From an optimization exercise on the open Yosys and OpenROAD flow, aimed at small area, a short achievable clock period and few clock cycles; shortcuts taken in it are not production practice. Function was checked by simulation only, so behaviour that the tests miss may differ from the original. No driver is modelled on the clock port, so clocking that relies on it looks cheaper here than on a real chip.

[design.v]
module addr_sel #(
	parameter DONE_CYC = 41
)
(
	input clk,
	input [5:0] cnt_nx,
	output [9:0] sram_raddr_w0,
	output [9:0] sram_raddr_w1,
	output [9:0] sram_raddr_d0,
	output [9:0] sram_raddr_d1
);
reg [4:0] addr0;
reg [4:0] addr1;
always @(posedge clk) begin
	addr0 <= (cnt_nx == DONE_CYC) ? 5'd0 : cnt_nx[4:0];
	addr1 <= cnt_nx[4:0] - 5'd4;
end
assign sram_raddr_w0 = {5'd0, addr0};
assign sram_raddr_d0 = {5'd0, addr0};
assign sram_raddr_w1 = {5'd0, addr1};
assign sram_raddr_d1 = {5'd0, addr1};
endmodule
module quantize #(
	parameter NK = 2,
	parameter [NK*5-1:0] KPOS = {5'd12, 5'd6},
	parameter [17:0] CORR = 18'd0
)
(
	input [17:0] pc,
	input [NK-1:0] kc,
	output [15:0] q
);
reg [17:0] kv;
integer i;
always @(*) begin
	kv = 18'd0;
	for (i = 0; i < NK; i = i + 1)
		kv[KPOS[i*5 +: 5]] = ~kc[i];
end
wire [17:0] x = ~pc + kv + CORR;
wire wrapped = (x == 18'h20000);
wire hi_ovf = ~x[17] & (x[16] | x[15]);
wire lo_ovf = x[17] & ~(x[16] & x[15]);
wire pos = hi_ovf | wrapped;
wire neg = lo_ovf & ~wrapped;
assign q = pos ? 16'h7fff : neg ? 16'h8000 : x[15:0];
endmodule
module systolic #(
	parameter NK = 2
)
(
	input clk,
	input [5:0] cnt,
	input [5:0] cnt_nx,
	input [31:0] sram_rdata_w0,
	input [31:0] sram_rdata_w1,
	input [31:0] sram_rdata_d0,
	input [31:0] sram_rdata_d1,
	output [8*18-1:0] pbot,
	output [8*NK-1:0] kbot
);
wire [7:0] lane [0:7];    
wire [7:0] dlane [0:7];   
genvar gi, gj;
generate
	for (gj = 0; gj < 4; gj = gj + 1) begin : lanes
		assign lane[gj]     = sram_rdata_w0[31-8*gj -: 8];
		assign lane[gj+4]   = sram_rdata_w1[31-8*gj -: 8];
		assign dlane[gj]    = sram_rdata_d0[31-8*gj -: 8];
		assign dlane[gj+4]  = sram_rdata_d1[31-8*gj -: 8];
	end
endgenerate
reg [14:0] en;
integer s;
always @(posedge clk) begin
	en[0] <= (cnt_nx[2:0] == 3'd1);
	for (s = 1; s < 15; s = s + 1)
		en[s] <= en[s-1];
end
reg [7:0] wr [0:7][0:7];
reg [11:0] dr [0:7][0:7];    
reg [17:0] pr [0:7][0:7];
reg [NK-1:0] kr [0:7][0:7];
reg [2:0] rs [0:7];
always @(posedge clk) begin
	rs[0] <= cnt_nx[2:0] - 3'd1;
	for (s = 1; s < 8; s = s + 1)
		rs[s] <= rs[s-1];
end
generate
	for (gi = 0; gi < 8; gi = gi + 1) begin : row
		wire [7:0] db = dlane[rs[gi]];
		wire [8:0] dx = {db, 1'b0};
		wire [11:0] denc;
		for (gj = 0; gj < 4; gj = gj + 1) begin : enc
			assign denc[3*gj]   = dx[2*gj+1] ^ dx[2*gj];
			assign denc[3*gj+1] = (dx[2*gj+2] & ~dx[2*gj+1] & ~dx[2*gj]) | (~dx[2*gj+2] & dx[2*gj+1] & dx[2*gj]);
			assign denc[3*gj+2] = dx[2*gj+2];
		end
		always @(posedge clk)
			dr[gi][0] <= denc;
		for (gj = 0; gj < 8; gj = gj + 1) begin : col
			wire [17:0] po;
			wire [NK-1:0] ko;
			always @(posedge clk) begin
				if (en[gi+gj])
					wr[gi][gj] <= lane[gj];
				pr[gi][gj] <= po;
				kr[gi][gj] <= ko;
			end
			if (gj > 0) begin : sh
				always @(posedge clk)
					dr[gi][gj] <= dr[gi][gj-1];
			end
			if (gi == 0) begin : first
				mac_first u (.w(wr[gi][gj]), .d(dr[gi][gj]), .po(po), .ko(ko));
			end else begin : other
				mac u (.w(wr[gi][gj]), .d(dr[gi][gj]), .pi(pr[gi-1][gj]), .ki(kr[gi-1][gj]), .po(po), .ko(ko));
			end
		end
		assign pbot[gi*18 +: 18] = pr[7][gi];
		assign kbot[gi*NK +: NK] = kr[7][gi];
	end
endgenerate
endmodule
module fa (input a, input b, input c, output s, output co);
assign s = a ^ b ^ c;
assign co = (a & b) | (c & (a ^ b));
endmodule
module mac_first (
	input [7:0] w,
	input [11:0] d,
	output [17:0] po,
	output [4:0] ko
);
wire p1;
wire p2;
wire p3;
wire p4;
wire p5;
wire p6;
wire p7;
wire p8;
wire p9;
wire p10;
wire p11;
wire p12;
wire p13;
wire p14;
wire p15;
wire p16;
wire p17;
wire p18;
wire p19;
wire p20;
wire p21;
wire p22;
wire p23;
wire p24;
wire p25;
wire p26;
wire p27;
wire p28;
wire p29;
wire p30;
wire p31;
wire p32;
wire p33;
wire p34;
wire p35;
wire p36;
wire p37;
wire p38;
wire p39;
wire p40;
wire s41;
wire c42;
wire s43;
wire c44;
wire s45;
wire c46;
wire s47;
wire c48;
wire s49;
wire c50;
wire s51;
wire c52;
wire s53;
wire c54;
wire s55;
wire c56;
wire s57;
wire c58;
wire s59;
wire c60;
wire s61;
wire c62;
wire s63;
wire c64;
wire s65;
wire c66;
wire s67;
wire c68;
wire s69;
wire c70;
wire s71;
wire c72;
wire s73;
wire c74;
wire s75;
wire c76;
wire s77;
wire c78;
wire s79;
wire c80;
wire s81;
wire c82;
wire s83;
wire c84;
wire s85;
wire c86;
wire s87;
wire c88;
wire s89;
wire c90;
wire s91;
wire c92;
wire s93;
wire c94;
wire s95;
wire c96;
wire s97;
wire c98;
assign p1 = ~(((d[0] & w[0])) ^ d[2]);
assign p2 = ~(((d[0] & w[1]) | (d[1] & w[0])) ^ d[2]);
assign p3 = ~(((d[0] & w[2]) | (d[1] & w[1])) ^ d[2]);
assign p4 = ~(((d[0] & w[3]) | (d[1] & w[2])) ^ d[2]);
assign p5 = ~(((d[0] & w[4]) | (d[1] & w[3])) ^ d[2]);
assign p6 = ~(((d[0] & w[5]) | (d[1] & w[4])) ^ d[2]);
assign p7 = ~(((d[0] & w[6]) | (d[1] & w[5])) ^ d[2]);
assign p8 = ~(((d[0] & w[7]) | (d[1] & w[6])) ^ d[2]);
assign p9 = (((d[0] | d[1]) & w[7]) ^ d[2]);
assign p10 = ~d[2];
assign p11 = ~(((d[3] & w[0])) ^ d[5]);
assign p12 = ~(((d[3] & w[1]) | (d[4] & w[0])) ^ d[5]);
assign p13 = ~(((d[3] & w[2]) | (d[4] & w[1])) ^ d[5]);
assign p14 = ~(((d[3] & w[3]) | (d[4] & w[2])) ^ d[5]);
assign p15 = ~(((d[3] & w[4]) | (d[4] & w[3])) ^ d[5]);
assign p16 = ~(((d[3] & w[5]) | (d[4] & w[4])) ^ d[5]);
assign p17 = ~(((d[3] & w[6]) | (d[4] & w[5])) ^ d[5]);
assign p18 = ~(((d[3] & w[7]) | (d[4] & w[6])) ^ d[5]);
assign p19 = (((d[3] | d[4]) & w[7]) ^ d[5]);
assign p20 = ~d[5];
assign p21 = ~(((d[6] & w[0])) ^ d[8]);
assign p22 = ~(((d[6] & w[1]) | (d[7] & w[0])) ^ d[8]);
assign p23 = ~(((d[6] & w[2]) | (d[7] & w[1])) ^ d[8]);
assign p24 = ~(((d[6] & w[3]) | (d[7] & w[2])) ^ d[8]);
assign p25 = ~(((d[6] & w[4]) | (d[7] & w[3])) ^ d[8]);
assign p26 = ~(((d[6] & w[5]) | (d[7] & w[4])) ^ d[8]);
assign p27 = ~(((d[6] & w[6]) | (d[7] & w[5])) ^ d[8]);
assign p28 = ~(((d[6] & w[7]) | (d[7] & w[6])) ^ d[8]);
assign p29 = (((d[6] | d[7]) & w[7]) ^ d[8]);
assign p30 = ~d[8];
assign p31 = ~(((d[9] & w[0])) ^ d[11]);
assign p32 = ~(((d[9] & w[1]) | (d[10] & w[0])) ^ d[11]);
assign p33 = ~(((d[9] & w[2]) | (d[10] & w[1])) ^ d[11]);
assign p34 = ~(((d[9] & w[3]) | (d[10] & w[2])) ^ d[11]);
assign p35 = ~(((d[9] & w[4]) | (d[10] & w[3])) ^ d[11]);
assign p36 = ~(((d[9] & w[5]) | (d[10] & w[4])) ^ d[11]);
assign p37 = ~(((d[9] & w[6]) | (d[10] & w[5])) ^ d[11]);
assign p38 = ~(((d[9] & w[7]) | (d[10] & w[6])) ^ d[11]);
assign p39 = (((d[9] | d[10]) & w[7]) ^ d[11]);
assign p40 = ~d[11];
fa u42 (.a(1'b0), .b(p30), .c(1'b1), .s(s41), .co(c42));
fa u44 (.a(1'b0), .b(p6), .c(1'b1), .s(s43), .co(c44));
fa u46 (.a(p40), .b(p7), .c(p15), .s(s45), .co(c46));
assign s47 = p8 ^ p16;
assign c48 = p8 & p16;
fa u50 (.a(p9), .b(p17), .c(1'b1), .s(s49), .co(c50));
fa u52 (.a(1'b0), .b(p20), .c(1'b1), .s(s51), .co(c52));
fa u54 (.a(1'b0), .b(p4), .c(1'b1), .s(s53), .co(c54));
fa u56 (.a(p5), .b(p13), .c(p21), .s(s55), .co(c56));
fa u58 (.a(c42), .b(p14), .c(p22), .s(s57), .co(c58));
fa u60 (.a(p23), .b(p31), .c(c44), .s(s59), .co(c60));
fa u62 (.a(p24), .b(p32), .c(s47), .s(s61), .co(c62));
fa u64 (.a(p25), .b(p33), .c(c48), .s(s63), .co(c64));
fa u66 (.a(p18), .b(p26), .c(p34), .s(s65), .co(c66));
fa u68 (.a(p19), .b(p27), .c(1'b1), .s(s67), .co(c68));
fa u70 (.a(1'b0), .b(p28), .c(1'b1), .s(s69), .co(c70));
fa u72 (.a(1'b0), .b(p10), .c(1'b1), .s(s71), .co(c72));
fa u74 (.a(1'b0), .b(p2), .c(1'b1), .s(s73), .co(c74));
fa u76 (.a(p3), .b(p11), .c(s51), .s(s75), .co(c76));
fa u78 (.a(c52), .b(p12), .c(s53), .s(s77), .co(c78));
fa u80 (.a(s41), .b(c54), .c(s55), .s(s79), .co(c80));
fa u82 (.a(s43), .b(c56), .c(s57), .s(s81), .co(c82));
fa u84 (.a(c58), .b(s45), .c(s59), .s(s83), .co(c84));
fa u86 (.a(c46), .b(c60), .c(s61), .s(s85), .co(c86));
fa u88 (.a(s49), .b(s63), .c(c62), .s(s87), .co(c88));
fa u90 (.a(c50), .b(s65), .c(c64), .s(s89), .co(c90));
fa u92 (.a(p35), .b(s67), .c(c66), .s(s91), .co(c92));
fa u94 (.a(p36), .b(c68), .c(s69), .s(s93), .co(c94));
fa u96 (.a(p29), .b(p37), .c(c70), .s(s95), .co(c96));
fa u98 (.a(1'b0), .b(p38), .c(1'b1), .s(s97), .co(c98));
wire [17:0] x = {1'b0, 1'b1, 1'b0, c98, c96, c94, c92, c90, c88, c86, c84, c82, c80, c78, c76, c74, c72, s71};
wire [17:0] y = {1'b1, 1'b1, 1'b1, p39, s97, s95, s93, s91, s89, s87, s85, s83, s81, s79, s77, s75, s73, p1};
assign {ko[0], po[5:0]} = {1'b0, x[5:0]} + {1'b0, y[5:0]};
assign {ko[1], po[7:6]} = {1'b0, x[7:6]} + {1'b0, y[7:6]};
assign {ko[2], po[9:8]} = {1'b0, x[9:8]} + {1'b0, y[9:8]};
assign {ko[3], po[11:10]} = {1'b0, x[11:10]} + {1'b0, y[11:10]};
assign {ko[4], po[13:12]} = {1'b0, x[13:12]} + {1'b0, y[13:12]};
assign po[17:14] = x[17:14] + y[17:14];
endmodule
module mac (
	input [7:0] w,
	input [11:0] d,
	input [17:0] pi,
	input [4:0] ki,
	output [17:0] po,
	output [4:0] ko
);
wire p1;
wire p2;
wire p3;
wire p4;
wire p5;
wire p6;
wire p7;
wire p8;
wire p9;
wire p10;
wire p11;
wire p12;
wire p13;
wire p14;
wire p15;
wire p16;
wire p17;
wire p18;
wire p19;
wire p20;
wire p21;
wire p22;
wire p23;
wire p24;
wire p25;
wire p26;
wire p27;
wire p28;
wire p29;
wire p30;
wire p31;
wire p32;
wire p33;
wire p34;
wire p35;
wire p36;
wire p37;
wire p38;
wire p39;
wire p40;
wire s41;
wire c42;
wire s43;
wire c44;
wire s45;
wire c46;
wire s47;
wire c48;
wire s49;
wire c50;
wire s51;
wire c52;
wire s53;
wire c54;
wire s55;
wire c56;
wire s57;
wire c58;
wire s59;
wire c60;
wire s61;
wire c62;
wire s63;
wire c64;
wire s65;
wire c66;
wire s67;
wire c68;
wire s69;
wire c70;
wire s71;
wire c72;
wire s73;
wire c74;
wire s75;
wire c76;
wire s77;
wire c78;
wire s79;
wire c80;
wire s81;
wire c82;
wire s83;
wire c84;
wire s85;
wire c86;
wire s87;
wire c88;
wire s89;
wire c90;
wire s91;
wire c92;
wire s93;
wire c94;
wire s95;
wire c96;
wire s97;
wire c98;
wire s99;
wire c100;
wire s101;
wire c102;
wire s103;
wire c104;
wire s105;
wire c106;
wire s107;
wire c108;
wire s109;
wire c110;
wire s111;
wire c112;
wire s113;
wire c114;
assign p1 = ~(((d[0] & w[0])) ^ d[2]);
assign p2 = ~(((d[0] & w[1]) | (d[1] & w[0])) ^ d[2]);
assign p3 = ~(((d[0] & w[2]) | (d[1] & w[1])) ^ d[2]);
assign p4 = ~(((d[0] & w[3]) | (d[1] & w[2])) ^ d[2]);
assign p5 = ~(((d[0] & w[4]) | (d[1] & w[3])) ^ d[2]);
assign p6 = ~(((d[0] & w[5]) | (d[1] & w[4])) ^ d[2]);
assign p7 = ~(((d[0] & w[6]) | (d[1] & w[5])) ^ d[2]);
assign p8 = ~(((d[0] & w[7]) | (d[1] & w[6])) ^ d[2]);
assign p9 = (((d[0] | d[1]) & w[7]) ^ d[2]);
assign p10 = ~d[2];
assign p11 = ~(((d[3] & w[0])) ^ d[5]);
assign p12 = ~(((d[3] & w[1]) | (d[4] & w[0])) ^ d[5]);
assign p13 = ~(((d[3] & w[2]) | (d[4] & w[1])) ^ d[5]);
assign p14 = ~(((d[3] & w[3]) | (d[4] & w[2])) ^ d[5]);
assign p15 = ~(((d[3] & w[4]) | (d[4] & w[3])) ^ d[5]);
assign p16 = ~(((d[3] & w[5]) | (d[4] & w[4])) ^ d[5]);
assign p17 = ~(((d[3] & w[6]) | (d[4] & w[5])) ^ d[5]);
assign p18 = ~(((d[3] & w[7]) | (d[4] & w[6])) ^ d[5]);
assign p19 = (((d[3] | d[4]) & w[7]) ^ d[5]);
assign p20 = ~d[5];
assign p21 = ~(((d[6] & w[0])) ^ d[8]);
assign p22 = ~(((d[6] & w[1]) | (d[7] & w[0])) ^ d[8]);
assign p23 = ~(((d[6] & w[2]) | (d[7] & w[1])) ^ d[8]);
assign p24 = ~(((d[6] & w[3]) | (d[7] & w[2])) ^ d[8]);
assign p25 = ~(((d[6] & w[4]) | (d[7] & w[3])) ^ d[8]);
assign p26 = ~(((d[6] & w[5]) | (d[7] & w[4])) ^ d[8]);
assign p27 = ~(((d[6] & w[6]) | (d[7] & w[5])) ^ d[8]);
assign p28 = ~(((d[6] & w[7]) | (d[7] & w[6])) ^ d[8]);
assign p29 = (((d[6] | d[7]) & w[7]) ^ d[8]);
assign p30 = ~d[8];
assign p31 = ~(((d[9] & w[0])) ^ d[11]);
assign p32 = ~(((d[9] & w[1]) | (d[10] & w[0])) ^ d[11]);
assign p33 = ~(((d[9] & w[2]) | (d[10] & w[1])) ^ d[11]);
assign p34 = ~(((d[9] & w[3]) | (d[10] & w[2])) ^ d[11]);
assign p35 = ~(((d[9] & w[4]) | (d[10] & w[3])) ^ d[11]);
assign p36 = ~(((d[9] & w[5]) | (d[10] & w[4])) ^ d[11]);
assign p37 = ~(((d[9] & w[6]) | (d[10] & w[5])) ^ d[11]);
assign p38 = ~(((d[9] & w[7]) | (d[10] & w[6])) ^ d[11]);
assign p39 = (((d[9] | d[10]) & w[7]) ^ d[11]);
assign p40 = ~d[11];
assign s41 = pi[6] ^ ki[0];
assign c42 = pi[6] & ki[0];
assign s43 = pi[4] ^ p30;
assign c44 = pi[4] & p30;
assign s45 = pi[5] ^ p6;
assign c46 = pi[5] & p6;
fa u48 (.a(p40), .b(s41), .c(p7), .s(s47), .co(c48));
assign s49 = p15 ^ p23;
assign c50 = p15 & p23;
fa u52 (.a(pi[7]), .b(c42), .c(p8), .s(s51), .co(c52));
fa u54 (.a(p16), .b(p24), .c(p32), .s(s53), .co(c54));
fa u56 (.a(pi[8]), .b(ki[1]), .c(p9), .s(s55), .co(c56));
fa u58 (.a(p17), .b(p25), .c(p33), .s(s57), .co(c58));
fa u60 (.a(pi[9]), .b(p18), .c(p26), .s(s59), .co(c60));
fa u62 (.a(pi[10]), .b(ki[2]), .c(p19), .s(s61), .co(c62));
assign s63 = pi[2] ^ p20;
assign c64 = pi[2] & p20;
assign s65 = pi[3] ^ p4;
assign c66 = pi[3] & p4;
fa u68 (.a(p5), .b(p13), .c(p21), .s(s67), .co(c68));
fa u70 (.a(c44), .b(p14), .c(p22), .s(s69), .co(c70));
fa u72 (.a(p31), .b(c46), .c(s49), .s(s71), .co(c72));
fa u74 (.a(c50), .b(c48), .c(s51), .s(s73), .co(c74));
fa u76 (.a(c52), .b(c54), .c(s55), .s(s75), .co(c76));
fa u78 (.a(p34), .b(c56), .c(c58), .s(s77), .co(c78));
fa u80 (.a(p27), .b(p35), .c(c60), .s(s79), .co(c80));
fa u82 (.a(pi[11]), .b(p28), .c(p36), .s(s81), .co(c82));
fa u84 (.a(pi[12]), .b(ki[3]), .c(p29), .s(s83), .co(c84));
assign s85 = pi[0] ^ p10;
assign c86 = pi[0] & p10;
assign s87 = pi[1] ^ p2;
assign c88 = pi[1] & p2;
fa u90 (.a(p3), .b(p11), .c(s63), .s(s89), .co(c90));
fa u92 (.a(c64), .b(p12), .c(s65), .s(s91), .co(c92));
fa u94 (.a(s43), .b(c66), .c(s67), .s(s93), .co(c94));
fa u96 (.a(s45), .b(c68), .c(s69), .s(s95), .co(c96));
fa u98 (.a(c70), .b(s47), .c(s71), .s(s97), .co(c98));
fa u100 (.a(s53), .b(c72), .c(s73), .s(s99), .co(c100));
fa u102 (.a(s57), .b(c74), .c(s75), .s(s101), .co(c102));
fa u104 (.a(s59), .b(c76), .c(s77), .s(s103), .co(c104));
fa u106 (.a(s61), .b(c78), .c(s79), .s(s105), .co(c106));
fa u108 (.a(c62), .b(s81), .c(c80), .s(s107), .co(c108));
fa u110 (.a(p37), .b(c82), .c(s83), .s(s109), .co(c110));
fa u112 (.a(pi[13]), .b(p38), .c(c84), .s(s111), .co(c112));
fa u114 (.a(pi[14]), .b(ki[4]), .c(p39), .s(s113), .co(c114));
wire [17:0] x = {pi[17], pi[16], c114, c112, c110, c108, c106, c104, c102, c100, c98, c96, c94, c92, c90, c88, c86, s85};
wire [17:0] y = {1'b1, 1'b1, pi[15], s113, s111, s109, s107, s105, s103, s101, s99, s97, s95, s93, s91, s89, s87, p1};
assign {ko[0], po[5:0]} = {1'b0, x[5:0]} + {1'b0, y[5:0]};
assign {ko[1], po[7:6]} = {1'b0, x[7:6]} + {1'b0, y[7:6]};
assign {ko[2], po[9:8]} = {1'b0, x[9:8]} + {1'b0, y[9:8]};
assign {ko[3], po[11:10]} = {1'b0, x[11:10]} + {1'b0, y[11:10]};
assign {ko[4], po[13:12]} = {1'b0, x[13:12]} + {1'b0, y[13:12]};
assign po[17:14] = x[17:14] + y[17:14];
endmodule
module systolic_controll #(
	parameter DONE_CYC = 41
)
(
	input clk,
	input srstn,
	input tpu_start,
	output reg [5:0] cnt,
	output [5:0] cnt_nx,
	output reg tpu_done
);
assign cnt_nx = (~srstn) ? 6'd0 :
                tpu_start ? 6'd1 :
                (cnt != 6'd0 && cnt != DONE_CYC) ? cnt + 6'd1 : 6'd0;
always @(posedge clk) begin
	cnt <= cnt_nx;
	tpu_done <= (cnt_nx == DONE_CYC);
end
endmodule
module write_out #(
	parameter NK = 2,
	parameter [NK*5-1:0] KPOS = {5'd12, 5'd6},
	parameter [17:0] CORR = 18'd0
)
(
	input clk,
	input srstn,
	input [5:0] cnt,
	input [5:0] cnt_nx,
	input [8*18-1:0] pbot,
	input [8*NK-1:0] kbot,
	output reg sram_write_enable_a0,
	output [127:0] sram_wdata_a,
	output [5:0] sram_waddr_a,
	output reg sram_write_enable_b0,
	output [127:0] sram_wdata_b,
	output [5:0] sram_waddr_b,
	output reg sram_write_enable_c0,
	output [127:0] sram_wdata_c,
	output [5:0] sram_waddr_c
);
reg [127:0] xw;
reg [127:0] yw;
reg [3:0] addr_ac;
reg addr_b3;
reg [7:0] xl, yl;   
reg [7:0] xu, yu;   
wire [5:0] pm_nx = cnt_nx - 6'd10;
wire [5:0] pm = cnt - 6'd10;
integer p;
always @(posedge clk) begin
	for (p = 0; p < 8; p = p + 1) begin
		xl[p] <= (pm_nx[2:0] == p) & ~pm_nx[3];
		yl[p] <= (pm_nx[2:0] == p) & pm_nx[3];
		xu[p] <= (pm_nx[2:0] < p) & pm_nx[3];
		yu[p] <= (pm_nx[2:0] < p) & ~pm_nx[3];
	end
end
wire [15:0] q [0:7];
genvar s, t;
generate
	for (s = 0; s < 8; s = s + 1) begin : colq
		quantize #(.NK(NK), .KPOS(KPOS), .CORR(CORR)) u (.pc(pbot[s*18 +: 18]), .kc(kbot[s*NK +: NK]), .q(q[s]));
	end
	for (s = 0; s < 8; s = s + 1) begin : slot
		wire [15:0] xt [0:s];
		wire [15:0] yt [0:s];
		for (t = 0; t <= s; t = t + 1) begin : lp
			assign xt[t] = (t == 0 ? 16'd0 : xt[t-1]) | ({16{xl[7-s+t]}} & q[t]);
			assign yt[t] = (t == 0 ? 16'd0 : yt[t-1]) | ({16{yl[7-s+t]}} & q[t]);
		end
		always @(posedge clk) begin
			xw[s*16 +: 16] <= xt[s] | ({16{xu[s]}} & q[s]);
			yw[s*16 +: 16] <= yt[s] | ({16{yu[s]}} & q[s]);
		end
	end
endgenerate
always @(posedge clk) begin
	addr_ac <= pm[3:0];
	addr_b3 <= ~pm[3];
	sram_write_enable_a0 <= ~(srstn && cnt >= 6'd10 && cnt <= 6'd24);
	sram_write_enable_b0 <= ~(srstn && cnt >= 6'd18 && cnt <= 6'd32);
	sram_write_enable_c0 <= ~(srstn && cnt >= 6'd26 && cnt <= 6'd40);
end
assign sram_wdata_a = xw;
assign sram_wdata_c = xw;
assign sram_wdata_b = yw;
assign sram_waddr_a = {2'd0, addr_ac};
assign sram_waddr_c = {2'd0, addr_ac};
assign sram_waddr_b = {2'd0, addr_b3, addr_ac[2:0]};
endmodule
module tpu_top#(
	parameter ARRAY_SIZE = 8,
	parameter SRAM_DATA_WIDTH = 32,
	parameter DATA_WIDTH = 8,
	parameter OUTPUT_DATA_WIDTH = 16
)
(
	input clk,
	input srstn,
	input tpu_start,
	input [SRAM_DATA_WIDTH-1:0] sram_rdata_w0,
	input [SRAM_DATA_WIDTH-1:0] sram_rdata_w1,
	input [SRAM_DATA_WIDTH-1:0] sram_rdata_d0,
	input [SRAM_DATA_WIDTH-1:0] sram_rdata_d1,
	output [9:0] sram_raddr_w0,
	output [9:0] sram_raddr_w1,
	output [9:0] sram_raddr_d0,
	output [9:0] sram_raddr_d1,
	output sram_write_enable_a0,
	output [ARRAY_SIZE*OUTPUT_DATA_WIDTH-1:0] sram_wdata_a,
	output [5:0] sram_waddr_a,
	output sram_write_enable_b0,
	output [ARRAY_SIZE*OUTPUT_DATA_WIDTH-1:0] sram_wdata_b,
	output [5:0] sram_waddr_b,
	output sram_write_enable_c0,
	output [ARRAY_SIZE*OUTPUT_DATA_WIDTH-1:0] sram_wdata_c,
	output [5:0] sram_waddr_c,
	output tpu_done
);
localparam NK = 5;
localparam [NK*5-1:0] KPOS = {5'd14, 5'd12, 5'd10, 5'd8, 5'd6};
localparam [17:0] CORR = 18'd0;
wire [5:0] cnt;
wire [5:0] cnt_nx;
wire [8*18-1:0] pbot;
wire [8*NK-1:0] kbot;
systolic_controll systolic_controll (
	.clk(clk),
	.srstn(srstn),
	.tpu_start(tpu_start),
	.cnt(cnt),
	.cnt_nx(cnt_nx),
	.tpu_done(tpu_done)
);
addr_sel addr_sel (
	.clk(clk),
	.cnt_nx(cnt_nx),
	.sram_raddr_w0(sram_raddr_w0),
	.sram_raddr_w1(sram_raddr_w1),
	.sram_raddr_d0(sram_raddr_d0),
	.sram_raddr_d1(sram_raddr_d1)
);
systolic #(.NK(NK)) systolic (
	.clk(clk),
	.cnt(cnt),
	.cnt_nx(cnt_nx),
	.sram_rdata_w0(sram_rdata_w0),
	.sram_rdata_w1(sram_rdata_w1),
	.sram_rdata_d0(sram_rdata_d0),
	.sram_rdata_d1(sram_rdata_d1),
	.pbot(pbot),
	.kbot(kbot)
);
write_out #(.NK(NK), .KPOS(KPOS), .CORR(CORR)) write_out (
	.clk(clk),
	.srstn(srstn),
	.cnt(cnt),
	.cnt_nx(cnt_nx),
	.pbot(pbot),
	.kbot(kbot),
	.sram_write_enable_a0(sram_write_enable_a0),
	.sram_wdata_a(sram_wdata_a),
	.sram_waddr_a(sram_waddr_a),
	.sram_write_enable_b0(sram_write_enable_b0),
	.sram_wdata_b(sram_wdata_b),
	.sram_waddr_b(sram_waddr_b),
	.sram_write_enable_c0(sram_write_enable_c0),
	.sram_wdata_c(sram_wdata_c),
	.sram_waddr_c(sram_waddr_c)
);
endmodule
[flow/run.sh]
#!/bin/bash
set -euo pipefail
MARGIN=$(cat flow/margin.txt)
bash standard.sh SETUP_SLACK_MARGIN=$MARGIN finish > standard_flow.log 2>&1
[flow/margin.txt]
5.5
[standard.sh]
#!/bin/bash
# synth_recipe.tcl (not shown) runs the flow's synth.tcl, then flattens the netlist and writes it again
# the make line also repeats each setting of config.mk as NAME=value (left out here)
make -C /OpenROAD-flow-scripts/flow DESIGN_CONFIG=/design/flow/config.mk WORK_HOME=/design/flow/orfs CLKGATE_MAP_FILE= SYNTH_SCRIPT=/design/flow/synth_recipe.tcl "${@:-finish}"
[config.mk]
export PLATFORM = sky130hd
export DESIGN_NAME = tpu_top
export DESIGN_NICKNAME = tpu_top
export VERILOG_FILES = /design/flow/design.v
export SDC_FILE = /design/flow/constraint.sdc
export NUM_CORES = 8
export LEC_CHECK = 0
export CAP_MARGIN = 20
export CORE_MARGIN = 2
export CORE_UTILIZATION = 55
export SETUP_SLACK_MARGIN = 5
export SLEW_MARGIN = 20
export SYNTH_HIERARCHICAL = 1
[constraint.sdc]
create_clock -name core_clock -period 9.0 [get_ports {clk}]
set_input_delay 1.8000 -clock core_clock [delete_from_list [all_inputs] [get_ports {clk}]]
set_output_delay 1.8000 -clock core_clock [all_outputs]
set_load 0.01 [all_outputs]
==> results of run 1 <==
cells by family after synthesis:
kind of cell	count (synthesis)	synth area share [%]
AO/OA/AOI/OAI	3925	14.4
adder cells (fa/ha/maj)	3504	30.4
buffers and inverters	2253	4.90
XOR/XNOR	2743	12.2
AND/OR/NAND/NOR	1371	3.61
multiplexers	123	0.662
flip-flops	3102	33.8
other	18	0.0340
how the worst min path moves through the flow:
stage | startpoint | endpoint | slack, ns | cells after the start
floorplan | systolic.dr[0][0]$_DFF_P_ | systolic.dr[1][0]$_DFF_P_ | 0.33 | 0
global placement | systolic.rs[2][0]$_DFF_P_ | systolic.rs[3][0]$_DFF_P_ | 0.34 | 0
detailed placement | systolic.rs[2][0]$_DFF_P_ | systolic.rs[3][0]$_DFF_P_ | 0.35 | 0
CTS | systolic.rs[2][0]$_DFF_P_ | systolic.rs[3][0]$_DFF_P_ | 0.36 | 0
global route | systolic.rs[2][0]$_DFF_P_ | systolic.rs[3][0]$_DFF_P_ | 0.35 | 0
finish | systolic.rs[2][0]$_DFF_P_ | systolic.rs[3][0]$_DFF_P_ | 0.35 | 0
routing by layer:
layer	GRT usage, %	routed length (microns)	vias up
met3	4.06	35100	981
met2	45.5	244000	4963
met1	39.8	230000	65200
met5	0	78	-
li1	-	-	58400
met4	8.75	17000	12
sequential cells by signal (all words and copies together) (netlist names):
name and cells:
systolic_controll.cnt 6, write_out.xu 7, write_out.sram_write_enable_b0 1, write_out.yw 128, write_out.sram_write_enable_a0 1, systolic.dr 768
write_out.sram_write_enable_c0 1, write_out.xw 128, addr_sel.addr1 5, addr_sel.addr0 5, write_out.addr_ac 4, write_out.yl 8
write_out.xl 8, systolic.wr 512, write_out.yu 7, systolic.en 15, write_out.addr_b3 1, systolic.pr 1152
systolic.kr 320, systolic.rs 24, systolic_controll.tpu_done 1
per-module statistics from Yosys, one instance, submodules excluded, excerpt:
module / cell area, sq um / times used
addr_sel: 523 / 1
systolic_controll: 384 / 1
fa: 20.0 / 1848
mac_first: 1060 / 8
mac: 1190 / 56
layout make-up:
| type | count | area [sq um] | share of cell area (%) |
|---|---|---|---|
| multi-input combinational | 11800 | 123000 | 56.7 |
| inverter | 790 | 2970 | 1.37 |
| clock buffer | 473 | 10000 | 4.63 |
| tap | 4773 | 5970 | 2.75 |
| sequential | 3102 | 67400 | 31.1 |
| antenna | 10 | 25.0 | 0.0115 |
| clock inverter | 169 | 1780 | 0.819 |
| timing repair buffer | 652 | 5840 | 2.69 |
per-stage QoR:
stage / hold slack [ns] / area (sq um) / std cells
after floorplan: 0.326 / 200000 / 17200
after global placement: 0.343 / 205000 / 21100
after detailed placement: 0.348 / 205000 / 21100
after CTS: 0.356 / 217000 / 21800
after global routing: 0.353 / 217000 / 21800
final: 0.354 / 217000 / 21800
layout by cell type, fill, tap and decap left out, drive strengths merged, types with 118 or more instances in the layout:
| cell | n |
|---|---|
| conb | 178 |
| buf | 118 |
| a21oi | 360 |
| fa | 2224 |
| o211ai | 122 |
| a22oi | 1922 |
| a222oi | 193 |
| o21ai | 480 |
| a211oi | 196 |
| clkdlybuf4s50 | 125 |
| nand2 | 547 |
| dlygate4sd2 | 329 |
| xnor2 | 2543 |
| clkbuf | 478 |
| edfxtp | 512 |
| xor2 | 200 |
| a21o | 185 |
| dfxtp | 2590 |
| inv | 827 |
| nand3 | 142 |
| ha | 1280 |
| nor2 | 257 |
repair_timing:
item / in CTS / in global routing
setup endpoints to repair: 485 / 148
pin swaps: 0 / 7
endpoints found under the hold margin: 0 / 0
gates resized for setup: 678 / 51
buffers inserted: 6 / 17
==> impl_metrics.env, run 1 <==
export IMPL_worst_path_buf_inv=1
export IMPL_synth_largest_area_cell="dfxtp_1"
export IMPL_die_width_microns=605
export IMPL_critical_path_slowest_cell="dfxtp_1"
export IMPL_max_slew_margin_rel_pct=21.1
export IMPL_total_cts_buffers=345
export IMPL_holdBufCountCts=0
export IMPL_clock_insertion_delay_worst_skew_ns=0.96
export IMPL_netlist_top_cells_count="dfxtp_1, xnor2_1, fa_1, a22oi_1, ha_1"
export IMPL_worst_r2r_startpoint="systolic.pr[59][6]$_DFF_P_"
export IMPL_achievable_freq_mhz=290
export IMPL_tns_ns=0
export IMPL_yosys_cell_count_top_type="dfxtp_1"
export IMPL_synth_cell_type_count=98
export IMPL_clk_path_buf_depth=4
export IMPL_via_cell_ratio=5.94
export IMPL_main_area_contributors_after_synthesis="dfxtp_1, fa_1, xnor2_1"
export IMPL_cts_htree_levels=5
export IMPL_setup_worst_path_start="write_out.xw[37]$_DFF_P_"
export IMPL_setup_worst_path_end="sram_wdata_a[37]"
export IMPL_synth_area_sq_um=199000
export IMPL_timing_critical_path_depth=1
export IMPL_total_congestion_overflow=0
export IMPL_end_kind="output port"
export IMPL_die_height_microns=605
export IMPL_period_minus_slack_ns=3.45
export IMPL_final_setup_worst_slack_ns=5.55
export IMPL_rsz0062_at_grt="yes"
export IMPL_cp_required_ns=7.20
export IMPL_reg2regPathDepth=12
export IMPL_run_status="no timing/DRC/antenna violations"
export IMPL_worst_pin_slew_ns=1.18
export IMPL_grt_pass1_wl_microns=806000
export IMPL_final_period_utilization_pct=38.3
export IMPL_cts_root_buf="clkbuf_16"
export IMPL_drt_first_iter_violations=13600
export IMPL_final_core_utilization_pct=60.4
export IMPL_finClkSkew_ns=0.0606
export IMPL_drive_gt1_share_pct=7.86
export IMPL_max_cap_violations=0
export IMPL_routed_via_count=130000
export IMPL_numClockSinks=3102
export IMPL_layout_area_overhead_vs_synth_pct=9.06
export IMPL_cp_top_family="flip-flops"
export IMPL_crit_path_max_incr_delay_ns=0.40
export IMPL_final_nets=20400
export IMPL_timing_rr_end="write_out.xw[126]$_DFF_P_"
export IMPL_detailed_routing_iterations_pass_1=14
export IMPL_antenna_found_initial=17
export IMPL_synth_enable_flop_cells=512
export IMPL_fp_dieArea_sq_um=367000
export IMPL_portBuffers=550
export IMPL_ant_nets=0
export IMPL_detail_route_wirelength_microns=527000
export IMPL_postSynth_topFlopCell="dfxtp_1"
export IMPL_ports_placed_on_the_boundary=577
export IMPL_drv_slew=0
export IMPL_rows=220
export IMPL_globalplace_congestion=0.927
export IMPL_drc=0
export IMPL_synth_yosys_seq_area_share_pct=33.8
export IMPL_synth_top_cell_area_share_pct=26.1
export IMPL_hold_removal_path_class="register to register"
export IMPL_postSynthRegisterBits=3102
export IMPL_initial_utilization_pct=55.3
export IMPL_cp_max_fo=2
export IMPL_worstPathCellList="dlygate4sd2_1"
export IMPL_setup_violations_final=0
export IMPL_layout_filler_cells=29800
export IMPL_track_usage_pct=28.4
export IMPL_ff2ff_setup_slack_ns=5.60
export IMPL_synthesis_area_per_instance_sq_um=11.7
export IMPL_postSynthCellCount=17000
export IMPL_clkTransAtPathRegs_ns=0.06
export IMPL_timing_worst_setup_path_type="register to output port"
export IMPL_clock_tree_from_tritoncts="done"
export IMPL_synthArstFlopShare_pct=0
export IMPL_hpwl_microns=411000
export IMPL_arrival_ns=1.65
export IMPL_core_area_sq_um=359000
export IMPL_preCtsSetupSlack_ns=4.55
export IMPL_first_global_vias=130000
export IMPL_pin_count_of_the_biggest_net_entering_global_routing=87
export IMPL_drt_wirelength_per_cell_microns=24.1
export IMPL_yosys_warnings=21
export IMPL_startpoint_type="register"
export IMPL_finalHoldViolations=0
Testbench counts, summed over its fixed seeds: cycles 4,032.
==> inputs of run 2 (changes only) <==
==> flow/margin.txt (replaced) <==
5.75
==> impl_metrics.env, run 2 <==
export IMPL_numClockSinks=3102
export IMPL_synth_enable_flop_cells=512
export IMPL_final_nets=20500
export IMPL_timing_worst_setup_path_type="register to output port"
export IMPL_cp_required_ns=7.20
export IMPL_yosys_cell_count_top_type="dfxtp_1"
export IMPL_hold_slack_ns=0.375
export IMPL_total_congestion_overflow=0
export IMPL_detailed_routing_iterations_pass_1=13
export IMPL_layout_area_overhead_vs_synth_pct=10.5
export IMPL_finClkSkew_ns=0.0379
export IMPL_routed_via_count=130000
export IMPL_finalHoldViolations=0
export IMPL_postSynthRegisterBits=3102
export IMPL_most_common_layout_cells="xnor2_1, dfxtp_1, fa_1"
export IMPL_startpoint_type="register"
export IMPL_clock_insertion_delay_worst_skew_ns=0.94
export IMPL_cts_htree_levels=5
export IMPL_drt_wirelength_per_cell_microns=24.2
export IMPL_synth_top_cell_area_share_pct=26.1
export IMPL_synthesis_area_per_instance_sq_um=11.7
export IMPL_worstPathCellList="buf_6 > buf_6"
export IMPL_ant_nets=0
export IMPL_grt_pass1_wl_microns=805000
export IMPL_cp_top_family="flip-flops"
export IMPL_layout_cells_most_common="xnor2_1"
export IMPL_end_kind="output port"
export IMPL_most_numerous_cell_on_the_critical_path="buf_6"
export IMPL_synth_yosys_seq_area_share_pct=33.8
export IMPL_total_cts_buffers=342
export IMPL_main_area_contributors_after_synthesis="dfxtp_1, fa_1, xnor2_1"
export IMPL_synth_cell_type_count=98
export IMPL_rsz0062_at_grt="yes"
export IMPL_postSynth_topFlopCell="dfxtp_1"
export IMPL_met1_demand_to_capacity_share_in_global_routing_pct=40.0
export IMPL_worst_path_buf_inv=2
export IMPL_grt_busiest_layer="met2"
export IMPL_arrival_ns=1.57
export IMPL_grt_util_met3_pct=4.19
export IMPL_via_cell_ratio=5.93
export IMPL_achievable_freq_mhz=297
export IMPL_die_height_microns=605
export IMPL_final_setup_worst_slack_ns=5.63
export IMPL_yosys_warnings=21
export IMPL_drv_slew=0
export IMPL_numPlacedInstances=21100
export IMPL_globalRouteMet2Util_pct=45.6
export IMPL_max_slew_margin_rel_pct=23.4
export IMPL_fp_dieArea_sq_um=367000
export IMPL_crit_path_max_incr_delay_ns=0.36
export IMPL_clock_tree_from_tritoncts="done"
export IMPL_cp_max_fo=2
export IMPL_preCtsSetupSlack_ns=4.91
export IMPL_final_period_utilization_pct=37.4
export IMPL_cts_root_buf="clkbuf_16"
export IMPL_synth_area_sq_um=199000
export IMPL_period_minus_slack_ns=3.37
export IMPL_ports_placed_on_the_boundary=577
export IMPL_hold_removal_path_class="register to register"
export IMPL_max_flop_register="systolic.pr"
export IMPL_setup_violations_final=0
export IMPL_antenna_found_initial=14
export IMPL_placed_cell_area_sq_um=205000
export IMPL_clk_path_buf_depth=4
export IMPL_biggestRegsByFlops="systolic.pr x1152, systolic.dr x768, systolic.wr x512"
export IMPL_run_status="no timing/DRC/antenna violations"
export IMPL_initial_utilization_pct=55.3
export IMPL_first_global_vias=129000
export IMPL_synth_largest_area_cell="dfxtp_1"
export IMPL_portBuffers=550
export IMPL_drive_gt1_share_pct=12.6
export IMPL_die_width_microns=605
export IMPL_rows=220
export IMPL_pin_count_of_the_biggest_net_entering_global_routing=81
export IMPL_postSynthCellCount=17000
export IMPL_max_cap_violations=0
export IMPL_drt_first_iter_violations=13600
export IMPL_track_usage_pct=28.4
export IMPL_clkTransAtPathRegs_ns=0.06
export IMPL_synthArstFlopShare_pct=0
export IMPL_globalplace_congestion=0.921
export IMPL_final_core_utilization_pct=61.2
export IMPL_critical_path_slowest_cell="dfxtp_4"
export IMPL_hpwl_microns=411000
export IMPL_stdcell_count=21900
export IMPL_worst_pin_slew_ns=1.15
export IMPL_tns_ns=0
export IMPL_drc=0
export IMPL_detail_route_wirelength_microns=530000
export IMPL_layout_cell_area_excl_fill_sq_um=220000
export IMPL_number_of_flip_flops_under_the_largest_register_name=1152
export IMPL_core_area_sq_um=359000
export IMPL_netlist_top_cells_count="dfxtp_1, xnor2_1, fa_1, a22oi_1, ha_1"
==> run 2: cell counts after synthesis <==
No cell type changed its count.
==> run 2: repair_timing <==
item	in CTS	in global routing
cloned	0	5
setup buffers	37	111
pin swaps	9	58
hold buffers	0	0
gates resized for setup	2463	298
endpoints found under the setup margin	590	539
==> run 2: layer usage <==
metal | part of all wire, % | routed length, microns
met4 | 3.0 | 15900
met2 | 47 | 247000
met1 | 43 | 230000
met3 | 7.0 | 37200
met5 | 0.021 | 110
==> run 2: cell families (layout without fill, tap and decap cells) <==
kind of cell    Yosys count  after routing  synth area share [%]
xor+xnor               2743           2743                  12.2
simple gates           1371           1375                  3.61
mux                     123            123                 0.662
other cells              18            186                0.0340
flops                  3102           3102                  33.8
compound gates         3925           3926                  14.4
fa+ha+maj              3504           3504                  30.4
buf+inv                2253           2195                  4.90
==> run 2: final cells by class <==
type | instances | area [sq um]
inverters | 790 | 2970
multi-input cells | 11800 | 124000
fillers | 29300 | 140000
clock inverters | 189 | 1960
well taps | 4773 | 5970
clock buffers | 449 | 9610
repair buffers | 767 | 7570
diodes | 8 | 20.0
flip-flops and latches | 3102 | 68000
==> run 2: path summary, 6_finish.rpt <==
path | startpoint | end | slack [ns] | depth (start not counted)
setup / recovery | write_out.xw[98]$_DFF_P_ | sram_wdata_a[98] | 5.63 | 2
hold / removal | systolic.dr[12][11]$_DFF_P_ | systolic.dr[13][11]$_DFF_P_ | 0.37 | 0
setup reg to reg | systolic.pr[60][6]$_DFF_P_ | write_out.xw[126]$_DFF_P_ | 5.77 | 13
hold reg to reg | systolic.dr[12][11]$_DFF_P_ | systolic.dr[13][11]$_DFF_P_ | 0.37 | 0
==> run 2: Yosys stat by module (local to each module, per instance), a selection <==
module	cells	copies in the design
fa	1	1848
systolic_controll	40	1
mac_first	133	8
mac	145	56
addr_sel	53	1
==> inputs of run 3 (changes only) <==
--- a/config.mk
+++ b/config.mk
@@ -10,2 +10,3 @@
 export CORE_UTILIZATION = 55
+export PLACE_DENSITY = 0.72
 export SETUP_SLACK_MARGIN = 5
==> impl_metrics.env, run 3 <==
export IMPL_via_cell_ratio=6.09
export IMPL_number_of_flip_flops_under_the_largest_register_name=1152
export IMPL_synthesis_area_per_instance_sq_um=11.7
export IMPL_synth_yosys_seq_area_share_pct=33.8
export IMPL_numClockSinks=3102
export IMPL_max_slew_margin_rel_pct=15.1
export IMPL_biggestRegsByFlops="systolic.pr x1152, systolic.dr x768, systolic.wr x512"
export IMPL_postSynth_topFlopCell="dfxtp_1"
export IMPL_period_minus_slack_ns=3.48
export IMPL_drc=0
export IMPL_initial_utilization_pct=55.3
export IMPL_main_area_contributors_after_synthesis="dfxtp_1, fa_1, xnor2_1"
export IMPL_holdBufCountCts=0
export IMPL_portBuffers=550
export IMPL_rsz0062_at_grt="yes"
export IMPL_yosys_cell_count_top_type="dfxtp_1"
export IMPL_synth_top_cell_area_share_pct=26.1
export IMPL_hpwl_microns=411000
export IMPL_layout_filler_cells=28100
export IMPL_pin_count_of_the_biggest_net_entering_global_routing=97
export IMPL_drt_first_iter_violations=16300
export IMPL_antenna_found_initial=17
export IMPL_cp_required_ns=7.20
export IMPL_timing_worst_setup_path_type="register to output port"
export IMPL_worst_path_buf_inv=2
export IMPL_worst_hold_startpoint="systolic.dr[50][2]$_DFF_P_"
export IMPL_netlist_top_cells_count="dfxtp_1, xnor2_1, fa_1, a22oi_1, ha_1"
export IMPL_clock_insertion_delay_worst_skew_ns=0.98
export IMPL_ports_placed_on_the_boundary=577
export IMPL_numPlacedInstances=21100
export IMPL_total_cts_buffers=336
export IMPL_drt_wirelength_per_cell_microns=24.6
export IMPL_drv_slew=0
export IMPL_finClkSkew_ns=0.0690
export IMPL_synth_area_sq_um=199000
export IMPL_detailed_routing_iterations_pass_1=17
export IMPL_finalHoldViolations=0
export IMPL_core_area_sq_um=359000
export IMPL_arrival_ns=1.68
export IMPL_total_congestion_overflow=0
export IMPL_synth_largest_area_cell="dfxtp_1"
export IMPL_die_height_microns=605
export IMPL_final_setup_worst_slack_ns=5.52
export IMPL_routed_via_count=134000
export IMPL_detail_route_wirelength_microns=541000
export IMPL_cp_top_family="flip-flops"
export IMPL_cts_root_buf="clkbuf_16"
export IMPL_stdcell_count=22000
export IMPL_max_cap_violations=0
export IMPL_grt_pass1_wl_microns=820000
export IMPL_rows=220
export IMPL_worstPathCellList="buf_12 > buf_6"
export IMPL_postSynthCellCount=17000
export IMPL_tns_ns=0
export IMPL_final_nets=20600
export IMPL_synthArstFlopShare_pct=0
export IMPL_final_core_utilization_pct=61.5
export IMPL_clk_path_buf_depth=4
export IMPL_preCtsSetupSlack_ns=4.89
export IMPL_layout_cells_most_common="xnor2_1"
export IMPL_postSynthRegisterBits=3102
export IMPL_track_usage_pct=28.8
export IMPL_most_common_layout_cells="xnor2_1, dfxtp_1, fa_1"
export IMPL_fp_dieArea_sq_um=367000
export IMPL_clkTransAtPathRegs_ns=0.07
export IMPL_ant_nets=0
export IMPL_startpoint_type="register"
export IMPL_first_global_vias=134000
export IMPL_hold_removal_path_class="register to register"
export IMPL_synth_enable_flop_cells=512
export IMPL_max_flop_register="systolic.pr"
export IMPL_final_period_utilization_pct=38.7
export IMPL_setup_worst_path_start="write_out.xw[59]$_DFF_P_"
export IMPL_synth_cell_type_count=98
export IMPL_achievable_freq_mhz=287
export IMPL_layout_area_overhead_vs_synth_pct=11.2
export IMPL_critical_path_slowest_cell="dfxtp_4"
export IMPL_drive_gt1_share_pct=12.8
export IMPL_worst_pin_slew_ns=1.27
export IMPL_cts_htree_levels=5
export IMPL_crit_path_max_incr_delay_ns=0.46
export IMPL_setup_violations_final=0
export IMPL_cp_max_fo=2
export IMPL_end_kind="output port"
export IMPL_clock_tree_from_tritoncts="done"
export IMPL_die_width_microns=605
export IMPL_yosys_warnings=21
export IMPL_worst_r2r_startpoint="systolic.pr[57][12]$_DFF_P_"
export IMPL_globalplace_congestion=0.960
export IMPL_run_status="no timing/DRC/antenna violations"
==> run 3: kinds of logic after synthesis <==
kind of cell	count (synthesis)	synth area share (%)
AOI/OAI and AO/OA	3925	14.4
xor gates and xnor gates	2743	12.2
adders and majority gates	3504	30.4
buffers and inverters	2253	4.90
DFF	3102	33.8
muxes	123	0.662
other	18	0.0340
and+or+nand+nor	1371	3.61
==> run 3: final timing paths <==
path / end / slack [ns] / depth (start not counted)
hold reg to reg: systolic.dr[51][2]$_DFF_P_ / 0.40 / 0
setup / recovery: sram_wdata_a[59] / 5.52 / 2
setup reg to reg: write_out.xw[112]$_DFF_P_ / 5.72 / 14
hold / removal: systolic.dr[51][2]$_DFF_P_ / 0.40 / 0
==> run 3: cell type report <==
class | count | area (sq um) | area share, %
Clock inverter | 157 | 2070 | 0.934
Clock buffer | 463 | 9600 | 4.34
Antenna cell | 7 | 17.5 | 0.00792
Timing Repair Buffer | 842 | 8750 | 3.96
Inverter | 790 | 2970 | 1.34
Sequential cell | 3102 | 68100 | 30.8
Multi-Input combinational cell | 11800 | 124000 | 55.9
Tap cell | 4773 | 5970 | 2.70
==> run 3: repair_timing <==
| action | 4_1_cts | 5_1_grt |
|---|---|---|
| gates resized for setup | 2573 | 309 |
| buffers inserted | 78 | 133 |
| hold endpoints to repair | 0 | 0 |
| cloned | 0 | 4 |
| endpoints found under the setup margin | 569 | 673 |
| pin swaps | 13 | 52 |
==> run 3: Yosys stat by module (local to each module, per instance), a selection <==
module / flops+latches / cell area (sq um)
fa: 0 / 20.0
addr_sel: 10 / 523
mac_first: 0 / 1060
systolic_controll: 7 / 384
mac: 0 / 1190
==> run 3: per-stage QoR <==
| step | hold WS (ns) | area (sq um) |
|---|---|---|
| after floorplan | 0.326 | 200000 |
| after global placement | 0.413 | 205000 |
| after detailed placement | 0.414 | 205000 |
| after CTS | 0.401 | 219000 |
| after global routing | 0.411 | 221000 |
| final | 0.402 | 221000 |
==> run 3: routing by layer <==
metal	global-route usage [%]	vias up	part of all wire (%)
met4	10.8	4	4.4
met5	0	-	0.0046
met2	45.8	6621	46
met3	5.49	1373	8.6
li1	-	58800	-
met1	39.2	67200	41
==> inputs of run 4 (changes only) <==
==> flow/run.sh (replaced) <==
#!/bin/bash
set -euo pipefail
MARGIN=$(cat flow/margin.txt)
export IO_MARGIN=$(cat flow/io_margin.txt)
export POST_CTS_TCL=$(pwd)/flow/post_cts.tcl
bash standard.sh SETUP_SLACK_MARGIN=$MARGIN finish > standard_flow.log 2>&1
==> flow/io_margin.txt (new file) <==
6.2
==> flow/margin.txt (replaced) <==
5.5
==> flow/post_cts.tcl (new file) <==
# Runs at the end of ORFS's CTS step (POST_CTS_TCL). The cells that feed the
# partial-sum registers of the MAC array are held fixed, and timing repair
# runs once more, with a larger setup margin, on everything else: the
# read-out of the bottom row, the output registers and port buffers, and
# the logic behind the input ports.
set mac_cells [all_fanin -to [get_pins -hierarchical {systolic.pr*/D systolic.kr*/D}] -only_cells -flat]
puts "post_cts: holding [llength $mac_cells] cells of the MAC array"
set_dont_touch $mac_cells
repair_timing -setup -setup_margin $::env(IO_MARGIN) -repair_tns 100 -match_cell_footprint -verbose
unset_dont_touch $mac_cells
detailed_placement
check_placement -verbose
report_worst_slack -max
--- a/config.mk
+++ b/config.mk
@@ -10,3 +10,2 @@
 export CORE_UTILIZATION = 55
-export PLACE_DENSITY = 0.72
 export SETUP_SLACK_MARGIN = 5
==> impl_metrics.env, run 4 <==
export IMPL_run_status="aborted with a tool error"
export IMPL_last_stage_reached="clock tree synthesis"
export IMPL_first_error="Error: cts.tcl, 90 invalid command name \"all_fanin\""
export IMPL_ports_placed_on_the_boundary=577
export IMPL_synth_area_sq_um=199000
export IMPL_synth_top_cell_area_share_pct=26.1
export IMPL_postSynthCellCount=17000
export IMPL_yosys_cell_count_top_type="dfxtp_1"
export IMPL_rows=220
export IMPL_synthArstFlopShare_pct=0
export IMPL_initial_utilization_pct=55.3
export IMPL_synth_yosys_seq_area_share_pct=33.8
export IMPL_yosys_warnings=21
export IMPL_netlist_top_cells_count="dfxtp_1, xnor2_1, fa_1, a22oi_1, ha_1"
export IMPL_hpwl_microns=411000
export IMPL_globalplace_congestion=0.927
export IMPL_preCtsSetupSlack_ns=4.55
export IMPL_synthesis_area_per_instance_sq_um=11.7
export IMPL_numClockSinks=3102
export IMPL_die_width_microns=605
export IMPL_die_height_microns=605
export IMPL_synth_enable_flop_cells=512
export IMPL_postSynthRegisterBits=3102
export IMPL_postSynth_topFlopCell="dfxtp_1"
export IMPL_main_area_contributors_after_synthesis="dfxtp_1, fa_1, xnor2_1"
export IMPL_synth_cell_type_count=98
export IMPL_portBuffers=550
export IMPL_synth_largest_area_cell="dfxtp_1"
==> run 4: cell counts after synthesis <==
No cell type changed its count.
==> run 4: logic make-up after synthesis <==
kind of cell,after synthesis,synth area share [%]
compound gates,3925,14.4
fa+ha+maj,3504,30.4
flops,3102,33.8
xor+xnor,2743,12.2
buf+inv,2253,4.90
simple gates,1371,3.61
mux,123,0.662
other cells,18,0.0340
==> run 4: modules after synthesis, one instance, submodules excluded, a selection <==
module,flops+latches,area [sq um],cells
mac,0,1190,145
mac_first,0,1060,133
addr_sel,10,523,53
systolic_controll,7,384,40
fa,0,20.0,1
==> run 4: how the worst max path moves through the flow <==
| stage | from | to | slack [ns] | depth (start not counted) |
|---|---|---|---|---|
| 2_1_floorplan | tpu_start | write_out.xu[5]$_DFF_P_ | 5.51 | 8 |
| 3_3_place_gp | tpu_start | write_out.yl[2]$_DFF_P_ | 4.64 | 9 |
| 3_5_place_dp | srstn | write_out.yl[2]$_DFF_P_ | 4.55 | 9 |
==> run 4: per-stage QoR <==
stage               hold slack (ns)  std cells  area (sq um)
floorplan                     0.326      17200        200000
global placement              0.343      21100        205000
detailed placement            0.348      21100        205000
==> inputs of run 5 (changes only) <==
--- a/flow/post_cts.tcl
+++ b/flow/post_cts.tcl
@@ -5,3 +5,3 @@
 # the logic behind the input ports.
-set mac_cells [all_fanin -to [get_pins -hierarchical {systolic.pr*/D systolic.kr*/D}] -only_cells -flat]
+set mac_cells [get_fanin -to [get_pins -hierarchical {systolic.pr*/D systolic.kr*/D}] -only_cells -flat]
 puts "post_cts: holding [llength $mac_cells] cells of the MAC array"
==> impl_metrics.env, run 5 <==
export IMPL_globalplace_congestion=0.927
export IMPL_yosys_area_share_simple_pct=3.61
export IMPL_synth_compound_gate_area_share_pct=14.4
export IMPL_first_error="[ERROR RSZ-3006] Failed to insert buffer before loads for net systolic.dr\\[9\\]\\[1\\]"
export IMPL_synth_mux_area_fraction_pct=0.662
export IMPL_die_height_microns=605
export IMPL_postSynthCellCount=17000
export IMPL_synth_enable_flop_cells=512
export IMPL_main_area_contributors_after_synthesis="dfxtp_1, fa_1, xnor2_1"
export IMPL_netlist_top_cells_count="dfxtp_1, xnor2_1, fa_1, a22oi_1, ha_1"
export IMPL_postSynth_topFlopCell="dfxtp_1"
export IMPL_synth_area_sq_um=199000
export IMPL_last_stage_reached="clock tree synthesis"
export IMPL_synth_top_cell_area_share_pct=26.1
export IMPL_numClockSinks=3102
export IMPL_rows=220
export IMPL_synth_largest_area_cell="dfxtp_1"
export IMPL_yosys_warnings=21
export IMPL_portBuffers=550
export IMPL_synth_cell_type_count=98
export IMPL_synthesis_area_per_instance_sq_um=11.7
export IMPL_synth_top_family_by_area="adder cells"
export IMPL_placed_cell_area_sq_um=205000
export IMPL_numPlacedInstances=21100
export IMPL_initial_utilization_pct=55.3
export IMPL_hpwl_microns=411000
export IMPL_synth_fa_ha_area_share_pct=30.4
export IMPL_run_status="aborted with a tool error"
export IMPL_synthArstFlopShare_pct=0
export IMPL_yosys_cell_count_top_type="dfxtp_1"
export IMPL_synth_xor_area_share_pct=12.2
export IMPL_synth_yosys_seq_area_share_pct=33.8
export IMPL_ports_placed_on_the_boundary=577
export IMPL_postSynthRegisterBits=3102
export IMPL_die_width_microns=605
## run 5: through the flow
stage / utilization (%) / setup slack, ns
floorplan: - / 5.51
detailed placement: 57.0 / 4.55
global placement: 57.0 / 4.64
## run 5: how the worst max path moves through the flow
stage               from                       to  slack, ns  cells after the start
3_3_place_gp   tpu_start  write_out.yl[2]$_DFF_P_       4.64                      9
2_1_floorplan  tpu_start  write_out.xu[5]$_DFF_P_       5.51                      8
3_5_place_dp       srstn  write_out.yl[2]$_DFF_P_       4.55                      9
## run 5: logic make-up after synthesis
kind of cell / count (synthesis)
AOI/OAI and AO/OA: 3925
adders and majority gates: 3504
DFF: 3102
xor gates and xnor gates: 2743
buffers and inverters: 2253
and+or+nand+nor: 1371
muxes: 123
other: 18
## run 5: per-module statistics from Yosys, one instance, submodules excluded, excerpt
| module | cell area [sq um] | flip-flops and latches | copies in the design | cells inside |
|---|---|---|---|---|
| addr_sel | 523 | 10 | 1 | 53 |
| fa | 20.0 | 0 | 1848 | 1 |
| mac | 1190 | 0 | 56 | 145 |
| mac_first | 1060 | 0 | 8 | 133 |
| systolic_controll | 384 | 7 | 1 | 40 |
==> inputs of run 6 (changes only) <==
==> flow/post_cts.tcl (replaced) <==
# Runs at the end of ORFS's CTS step (POST_CTS_TCL). The cells that feed the
# partial-sum registers of the MAC array, and their nets, are held fixed,
# and timing repair runs once more, with a larger setup margin, on
# everything else: the read-out of the bottom row, the output registers and
# port buffers, and the logic behind the input ports.
set mac_cells [get_fanin -to [get_pins -hierarchical {systolic.pr*/D systolic.kr*/D}] -only_cells -flat]
set mac_nets [get_nets -of_objects [get_pins -of_objects $mac_cells]]
puts "post_cts: holding [llength $mac_cells] cells and [llength $mac_nets] nets of the MAC array"
set_dont_touch $mac_cells
set_dont_touch $mac_nets
repair_timing -setup -setup_margin $::env(IO_MARGIN) -repair_tns 100 -match_cell_footprint -verbose
unset_dont_touch $mac_nets
unset_dont_touch $mac_cells
detailed_placement
check_placement -verbose
report_worst_slack -max
==> impl_metrics.env, run 6 <==
export IMPL_run_status="aborted with a tool error"
export IMPL_last_stage_reached="clock tree synthesis"
export IMPL_first_error="[ERROR ODB-0373] Attempt to connect iterm to dont_touch net pbot\\[71\\]"
export IMPL_yosys_area_share_simple_pct=3.61
export IMPL_hpwl_microns=411000
export IMPL_synth_mux_area_fraction_pct=0.662
export IMPL_synth_top_family_by_area="adder cells"
export IMPL_ports_placed_on_the_boundary=577
export IMPL_numClockSinks=3102
export IMPL_die_height_microns=605
export IMPL_synthesis_area_per_instance_sq_um=11.7
export IMPL_synth_fa_ha_area_share_pct=30.4
export IMPL_postSynth_topFlopCell="dfxtp_1"
export IMPL_synth_enable_flop_cells=512
export IMPL_main_area_contributors_after_synthesis="dfxtp_1, fa_1, xnor2_1"
export IMPL_synth_compound_gate_area_share_pct=14.4
export IMPL_yosys_warnings=21
export IMPL_portBuffers=550
export IMPL_postSynthCellCount=17000
export IMPL_synth_top_cell_area_share_pct=26.1
export IMPL_yosys_cell_count_top_type="dfxtp_1"
export IMPL_postSynthRegisterBits=3102
export IMPL_die_width_microns=605
export IMPL_synth_xor_area_share_pct=12.2
export IMPL_globalplace_congestion=0.927
export IMPL_synth_area_sq_um=199000
export IMPL_initial_utilization_pct=55.3
export IMPL_synth_cell_type_count=98
export IMPL_rows=220
export IMPL_netlist_top_cells_count="dfxtp_1, xnor2_1, fa_1, a22oi_1, ha_1"
export IMPL_synth_largest_area_cell="dfxtp_1"
export IMPL_synthArstFlopShare_pct=0
export IMPL_synth_yosys_seq_area_share_pct=33.8
run 6: cell counts after synthesis:
No cell type changed its count.
run 6: worst min path at each step:
stage	cells past startpoint	endpoint	startpoint	slack [ns]
3_5_place_dp	0	systolic.rs[3][0]$_DFF_P_	systolic.rs[2][0]$_DFF_P_	0.35
3_3_place_gp	0	systolic.rs[3][0]$_DFF_P_	systolic.rs[2][0]$_DFF_P_	0.34
2_1_floorplan	0	systolic.dr[1][0]$_DFF_P_	systolic.dr[0][0]$_DFF_P_	0.33
run 6: per-module statistics from Yosys (local to each module, per instance), excerpt:
module	area, sq um	cells	flops+latches	times used
mac_first	1060	133	0	8
systolic_controll	384	40	7	1
mac	1190	145	0	56
addr_sel	523	53	10	1
fa	20.0	1	0	1848
run 6: cell families after synthesis:
logic type	after synthesis
compound gates	3925
xor+xnor	2743
fa+ha+maj	3504
buf+inv	2253
flops	3102
mux	123
other cells	18
simple gates	1371
run 6: stage by stage:
| stage | area, sq um | setup WS [ns] | util [%] | cells |
|---|---|---|---|---|
| floorplan | 200000 | 5.51 | - | 17200 |
| global placement | 205000 | 4.64 | 57.0 | 21100 |
| detailed placement | 205000 | 4.55 | 57.0 | 21100 |

-- afterwards: timing with drivers on the ports --
The results above use ideal ports. As a check the final layouts listed here were re-extracted and re-timed, cells and wires unchanged. Step 1 assumes that a clkbuf_16 drives the clock port and a buf_2 every other input. Step 2 also shifts input and output timing later by t, the mid clock arrival at the registers, as if the neighbouring blocks saw the same clock. Three values: no drivers, after step 1, after step 2; two values: the first two.
run	t (ns)	setup slack, ns	pins driven straight from the clock port
run 1	1.030	5.549 / 5.448 / 4.715	1
run 2	1.034	5.632 / 5.528 / 4.918	1
run 3	1.043	5.517 / 5.409 / 4.863	1
After both steps setup and hold are still met in every run listed. For run 1, which loses most, drivers alone change the setup slack by -0.101 ns; drivers and shift together by -0.834 ns.
